Context: an optimization exercise on an open-source flow, tuned for small area. The choices shown serve that exercise and are no tape-out recipe. In this exercise RTL edits were held to simulation tests only and were not proved equivalent to the original. Power and IR drop assume default switching activity.

run A:
// M65C02_Core
module M65C02_Core(Rst, Clk, IRQ_Msk, xIRQ, Int, Vector, Done, SC, Mode, RMW, IntSvc, ISR, MC, MemTyp, Wait, Rdy, IO_Op, AO, DI, DO, A
, X, Y, S, P, PC, IR, OP1, OP2);
Settings: LEC_CHECK=0, ABC_AREA=1, CAP_MARGIN=10, CORE_MARGIN=2, CORE_UTILIZATION=50, SLEW_MARGIN=10, SYNTH_MEMORY_MAX_BITS=32768; clock period 10.0 ns.
standard.sh (not shown) runs the stock make flow with config.mk's settings and CLKGATE_MAP_FILE= SYNTH_SCRIPT=/design/flow/synth_recipe.tcl, a recipe that flattens the netlist after the stock synthesis.
==> flow/flow/run.sh <==
#!/bin/bash
# Layout flow: the standard flow (standard.sh) with two changes.
#  1. Synthesis is the standard synthesis script (synth_recipe.tcl, which runs
#     ORFS's synth.tcl) except for the ABC script of its final technology
#     mapping, flow/abc_map.script: a mapping with a 3 ns delay target and
#     area recovery instead of ORFS's abc_area.script. Registers, flattening
#     and renaming are those of the standard synthesis.
#  2. The port buffers that global placement inserts on every input and
#     output use the smallest buffer, sky130_fd_sc_hd__buf_1.
set -euo pipefail
HERE=$(pwd)
{
  printf 'proc abc {args} {\n'
  printf '  set i [lsearch -exact $args -script]\n'
  printf '  if {$i >= 0} { lset args [expr {$i + 1}] %s/flow/abc_map.script }\n' "$HERE"
  printf '  yosys abc {*}$args\n'
  printf '}\n'
  cat synth_recipe.tcl
} > my_synth.tcl
sed -e "s#SYNTH_SCRIPT=[^ ]*#SYNTH_SCRIPT=$HERE/my_synth.tcl#" standard.sh > my_standard.sh
grep -q "SYNTH_SCRIPT=$HERE/my_synth.tcl" my_standard.sh
export BUFFER_PORTS_ARGS="-buffer_cell sky130_fd_sc_hd__buf_1"
bash my_standard.sh > standard.log 2>&1
==> flow/flow/abc_map.script <==
strash
dch
map -D 3000
topo
buffer -c
dnsize -c -D 3000
For run B, these inputs were changed with respect to run A:
Settings: a change of SLEW_MARGIN from 10 to 20; a change of CAP_MARGIN from 10 to 20.
==> flow/flow/run.sh <==
#!/bin/bash
# Layout flow: the standard flow (standard.sh, unchanged synthesis and
# steps), with the port buffers that global placement inserts on every input
# and output made from the smallest buffer, sky130_fd_sc_hd__buf_1, instead of
# the default choice.
set -euo pipefail
export BUFFER_PORTS_ARGS="-buffer_cell sky130_fd_sc_hd__buf_1"
bash standard.sh > standard.log 2>&1
removed: flow/flow/abc_map.script
Notes after the runs:
- Going from run A to run B, met1 routing resource usage after global routing fell 1.7 points, sequential cell area fraction in the yosys report fell by 1.8 points.
- In the reports for run B and run A, the smaller register-to-register slack belongs to run A.
- Of run B and run A, run B shows the higher cell count of the worst reg-to-reg path, with run A below it.
[inputs] run C vs run B
==> flow/flow/run.sh <==
#!/bin/bash
# Layout flow: the standard flow (standard.sh) with two changes.
#  1. Synthesis is the standard synthesis script (synth_recipe.tcl, which runs
#     ORFS's synth.tcl) except for the ABC script of its final technology
#     mapping, flow/abc_map.script: a mapping with a 3 ns delay target and
#     area recovery instead of ORFS's abc_area.script. Registers, flattening
#     and renaming are those of the standard synthesis.
#  2. The port buffers that global placement inserts on every input and
#     output use the smallest buffer, sky130_fd_sc_hd__buf_1.
set -euo pipefail
HERE=$(pwd)
{
  printf 'proc abc {args} {\n'
  printf '  set i [lsearch -exact $args -script]\n'
  printf '  if {$i >= 0} { lset args [expr {$i + 1}] %s/flow/abc_map.script }\n' "$HERE"
  printf '  yosys abc {*}$args\n'
  printf '}\n'
  cat synth_recipe.tcl
} > my_synth.tcl
sed -e "s#SYNTH_SCRIPT=[^ ]*#SYNTH_SCRIPT=$HERE/my_synth.tcl#" standard.sh > my_standard.sh
grep -q "SYNTH_SCRIPT=$HERE/my_synth.tcl" my_standard.sh
export BUFFER_PORTS_ARGS="-buffer_cell sky130_fd_sc_hd__buf_1"
bash my_standard.sh > standard.log 2>&1
==> flow/flow/abc_map.script (new file) <==
strash
dch
map -D 3000
topo
buffer -c
dnsize -c -D 3000
==> run summary <==
Run C: done, clean on timing, DRC and antenna
Run C has synthesis-to-finish area growth above what run B had.
Cmp run C and run B / maximum cell stage delay along the critical path / lower: run B
Re fraction of area in registers: run C is 0.74 points up on run B.
The setup slack of run C is smaller than that of run B.

Another version of the RTL of M65C02_Core (not shown whole).
For scale: roughly 1600 cells after synthesis, about 140 flip-flops, about 150 I/O pins, about 12000 um2 of cells after synthesis.
clock: 10.0 ns
lec_check: 0
abc_area: 1
cap_margin: 20
core_margin: 2
core_utilization: 40
cts_buf_list: sky130_fd_sc_hd__clkbuf_8
slew_margin: 20
synth_memory_max_bits: 32768
==> flow/flow/run.sh <==
#!/bin/bash
# Layout flow: the standard flow (standard.sh) with two changes.
#  1. Synthesis is the standard synthesis script (synth_recipe.tcl, which runs
#     ORFS's synth.tcl) except for the ABC script of its final technology
#     mapping, flow/abc_map.script: an area-oriented mapping instead of
#     ORFS's abc_area.script. Registers, flattening and renaming are those of
#     the standard synthesis.
#  2. The port buffers that global placement inserts on every input and
#     output use the smallest buffer, sky130_fd_sc_hd__buf_1.
set -euo pipefail
HERE=$(pwd)
{
  printf 'proc abc {args} {\n'
  printf '  set i [lsearch -exact $args -script]\n'
  printf '  if {$i >= 0} { lset args [expr {$i + 1}] %s/flow/abc_map.script }\n' "$HERE"
  printf '  yosys abc {*}$args\n'
  printf '}\n'
  cat synth_recipe.tcl
} > my_synth.tcl
sed -e "s#SYNTH_SCRIPT=[^ ]*#SYNTH_SCRIPT=$HERE/my_synth.tcl#" standard.sh > my_standard.sh
grep -q "SYNTH_SCRIPT=$HERE/my_synth.tcl" my_standard.sh
export BUFFER_PORTS_ARGS="-buffer_cell sky130_fd_sc_hd__buf_1"
bash my_standard.sh > standard.log 2>&1
==> flow/flow/abc_map.script <==
strash
&get -n
&dch
&nf -p -R 1000
&put
topo
The first run completed without violations.
Next try:
==> flow/flow/run.sh (replaced) <==
#!/bin/bash
# Layout flow: the standard flow (standard.sh, unchanged synthesis and
# steps), with the port buffers that global placement inserts on every input
# and output made from the smallest buffer, sky130_fd_sc_hd__buf_1, instead of
# the default choice.
set -o pipefail
export BUFFER_PORTS_ARGS="-buffer_cell sky130_fd_sc_hd__buf_1"
bash standard.sh > standard.log 2>&1
removed: flow/flow/abc_map.script
The changed run completed with no timing, DRC or antenna violations.
Critical path depth shrinks by 3.
Design area grows slightly.
Global-route usage grows by 1.5 points.
Non-clock buffer count shrinks by 90.
Die area grows by roughly a tenth.
Final cell count grows by about a fifth.
Count of clock-buffer cells in the layout does not change.
Total power grows by a little under a tenth.
Next try:
==> flow/run.sh (new file) <==
#!/bin/bash
# synth_recipe.tcl (not shown) runs the flow's synth.tcl, then flattens the netlist and writes it again
# the make line also repeats each setting of config.mk as NAME=value (left out here)
make -C /OpenROAD-flow-scripts/flow DESIGN_CONFIG=/design/flow/config.mk WORK_HOME=/design/flow/orfs CLKGATE_MAP_FILE= SYNTH_SCRIPT=/design/flow/synth_recipe.tcl finish
--- a/flow/config.mk
+++ b/flow/config.mk
@@ -10,5 +10,4 @@
 export CORE_MARGIN = 2
 export CORE_UTILIZATION = 40
-export CTS_BUF_LIST = sky130_fd_sc_hd__clkbuf_8
 export SLEW_MARGIN = 20
 export SYNTH_MEMORY_MAX_BITS = 32768
removed: flow/flow/run.sh
removed: flow/standard.sh
Result:
- total power goes up by 17%
- core utilization goes up by 3.9 points
- routed wire length goes down by 1.8%
- sequential cell count stays the same
- die area does not change
- worst setup slack gets better by 0.032 ns
- critical path depth goes down by 5

## job 101
M65C02_Core, a different RTL version from the one above (not shown whole).
For scale: ~2200 cells after synthesis, about 150 I/O pins.
## M65C02_Core
module M65C02_Core(Rst, Clk, IRQ_Msk, xIRQ, Int, Vector, Done, SC, Mode, RMW, IntSvc, ISR, MC, MemTyp, Wait, Rdy, IO_Op, AO, DI, DO, A
, X, Y, S, P, PC, IR, OP1, OP2);
  input Rst;
  wire Rst;
  input Clk;
  wire Clk;
  output IRQ_Msk;
  reg IRQ_Msk;
  input xIRQ;
  wire xIRQ;
  input Int;
  wire Int;
  input [15:0] Vector;
  wire [15:0] Vector;
  output Done;
  wire Done;
  output SC;
  wire SC;
  output [2:0] Mode;
  wire [2:0] Mode;
  output RMW;
  wire RMW;
  output IntSvc;
  reg IntSvc;
  output ISR;
  wire ISR;
  output [2:0] MC;
  reg [2:0] MC;
  output [1:0] MemTyp;
  wire [1:0] MemTyp;
  input Wait;
  wire Wait;
  output Rdy;
  wire Rdy;
  output [1:0] IO_Op;
  wire [1:0] IO_Op;
  output [15:0] AO;
  wire [15:0] AO;
  input [7:0] DI;
  wire [7:0] DI;
  output [7:0] DO;
  wire [7:0] DO;
  output [7:0] A;
  reg [7:0] A;
  output [7:0] X;
  reg [7:0] X;
  output [7:0] Y;
  reg [7:0] Y;
  output [7:0] S;
  reg [7:0] S;
  output [7:0] P;
  wire [7:0] P;
  output [15:0] PC;
  reg [15:0] PC;
  output [7:0] IR;
  reg [7:0] IR;
  output [7:0] OP1;
  reg [7:0] OP1;
  output [7:0] OP2;
  reg [7:0] OP2;
  wire _0000_;
  wire _0001_;
  wire _0002_;
  wire _0003_;
  wire _0004_;
  wire _0005_;
  wire _0006_;
  wire _0007_;
  wire _0008_;
  wire _0009_;
  wire _0010_;
  wire _0011_;
  wire _0012_;
  wire _0013_;
  ...
==> flow/config.mk <==
export PLATFORM = sky130hd
export DESIGN_NAME = M65C02_Core
export DESIGN_NICKNAME = M65C02_Core
export VERILOG_FILES = /design/flow/design.v
export SDC_FILE = /design/flow/constraint.sdc
export NUM_CORES = 4
export LEC_CHECK = 0
export ABC_AREA = 1
export CAP_MARGIN = 20
export CORE_MARGIN = 2
export CORE_UTILIZATION = 50
export CTS_BUF_LIST = sky130_fd_sc_hd__clkbuf_8
export SLEW_MARGIN = 20
export SYNTH_MEMORY_MAX_BITS = 32768
==> flow/constraint.sdc <==
create_clock -name core_clock -period 10.0 [get_ports {Clk}]
set_input_delay 2.0000 -clock core_clock [delete_from_list [all_inputs] [get_ports {Clk}]]
set_output_delay 2.0000 -clock core_clock [all_outputs]
set_load 0.01 [all_outputs]
==> flow/flow/run.sh <==
#!/bin/bash
# Layout flow: the standard flow (standard.sh, unchanged synthesis and
# steps), with the port buffers that global placement inserts on every input
# and output made from the smallest buffer, sky130_fd_sc_hd__buf_1, instead of
# the default choice.
set -euo pipefail
export BUFFER_PORTS_ARGS="-buffer_cell sky130_fd_sc_hd__buf_1"
bash standard.sh > standard.log 2>&1
Relative to job 101, the following input files were edited for job 102:
==> flow/flow/run.sh <==
#!/bin/bash
# Layout flow: the standard flow (standard.sh) with two changes.
#  1. Synthesis is the standard synthesis script (synth_recipe.tcl, which runs
#     ORFS's synth.tcl) except for the ABC script of its final technology
#     mapping, flow/abc_map.script: an area-oriented mapping instead of
#     ORFS's abc_area.script. Registers, flattening and renaming are those of
#     the standard synthesis.
#  2. The port buffers that global placement inserts on every input and
#     output use the smallest buffer, sky130_fd_sc_hd__buf_1.
set -euo pipefail
HERE=$(pwd)
{
  printf 'proc abc {args} {\n'
  printf '  set i [lsearch -exact $args -script]\n'
  printf '  if {$i >= 0} { lset args [expr {$i + 1}] %s/flow/abc_map.script }\n' "$HERE"
  printf '  yosys abc {*}$args\n'
  printf '}\n'
  cat synth_recipe.tcl
} > my_synth.tcl
sed -e "s#SYNTH_SCRIPT=[^ ]*#SYNTH_SCRIPT=$HERE/my_synth.tcl#" standard.sh > my_standard.sh
grep -q "SYNTH_SCRIPT=$HERE/my_synth.tcl" my_standard.sh
export BUFFER_PORTS_ARGS="-buffer_cell sky130_fd_sc_hd__buf_1"
bash my_standard.sh > standard.log 2>&1
==> flow/flow/abc_map.script (new file) <==
strash
dch
map -D 3000
topo
buffer -c
dnsize -c -D 3000
- Timing, DRC, antenna: 0 failures across job 102 and job 101
- For sequential group share of total power, job 101 and job 102 come out practically identical.
- In the route summary, job 102 ends up with a via count below that of job 101.
- Job 101 consumes more power than job 102.
- Compared with job 101, in job 102 worst setup slack went down by 0.0048 ns; die area now smaller; number of cells in the finished layout apart from fillers went down by 260; met3 capacity usage during global routing climbed 2.1 points.

==> what the ideal ports hide <==
No port has a modelled driver above. Below, the same layouts with a new extraction and two added sets of constraints.
Step 1 (the two cells are an assumption about what drives the block):
set clk [get_ports {Clk}]
set_driving_cell -lib_cell sky130_fd_sc_hd__clkbuf_16 $clk
set_driving_cell -lib_cell sky130_fd_sc_hd__buf_2 [delete_from_list [all_inputs] $clk]
Step 2, shift: input delay + t, output delay - t, t = (earliest + latest rising clock arrival at the registers) / 2. This alone moves slack from input paths to output paths.
Slacks: ideal ports / drivers / drivers and shift; pairs: ideal ports / drivers.
| run | t (ns) | setup WS [ns] | hold slack, ns | clock arrival spread, ns | cell pins on the clock port's net |
|---|---|---|---|---|---|
| run A | 0.492 | 0.220 / 0.164 / 0.656 | 0.457 / 0.457 / 0.457 | 0.018 / 0.018 | 1 |
| run B | 0.492 | 0.486 / 0.432 / 0.924 | 0.446 / 0.446 / 0.446 | 0.020 / 0.020 | 1 |
| run C | 0.492 | 0.220 / 0.164 / 0.656 | 0.457 / 0.457 / 0.457 | 0.018 / 0.018 | 1 |
| the first run of note 2 | 0.527 | 0.240 / 0.193 / 0.718 | 0.439 / 0.439 / 0.439 | 0.024 / 0.024 | 1 |
| the second run of note 2 | 0.554 | 0.455 / 0.403 / 0.776 | 0.424 / 0.424 / 0.424 | 0.020 / 0.021 | 1 |
| the third run of note 2 | 0.504 | 0.487 / 0.430 / 0.821 | 0.420 / 0.420 / 0.420 | 0.020 / 0.020 | 1 |
| job 101 | 0.526 | 0.394 / 0.341 / 0.868 | 0.428 / 0.428 / 0.428 | 0.041 / 0.041 | 1 |
| job 102 | 0.526 | 0.389 / 0.336 / 0.862 | 0.436 / 0.436 / 0.436 | 0.027 / 0.027 | 1 |
After both steps every run listed still meets setup and hold.
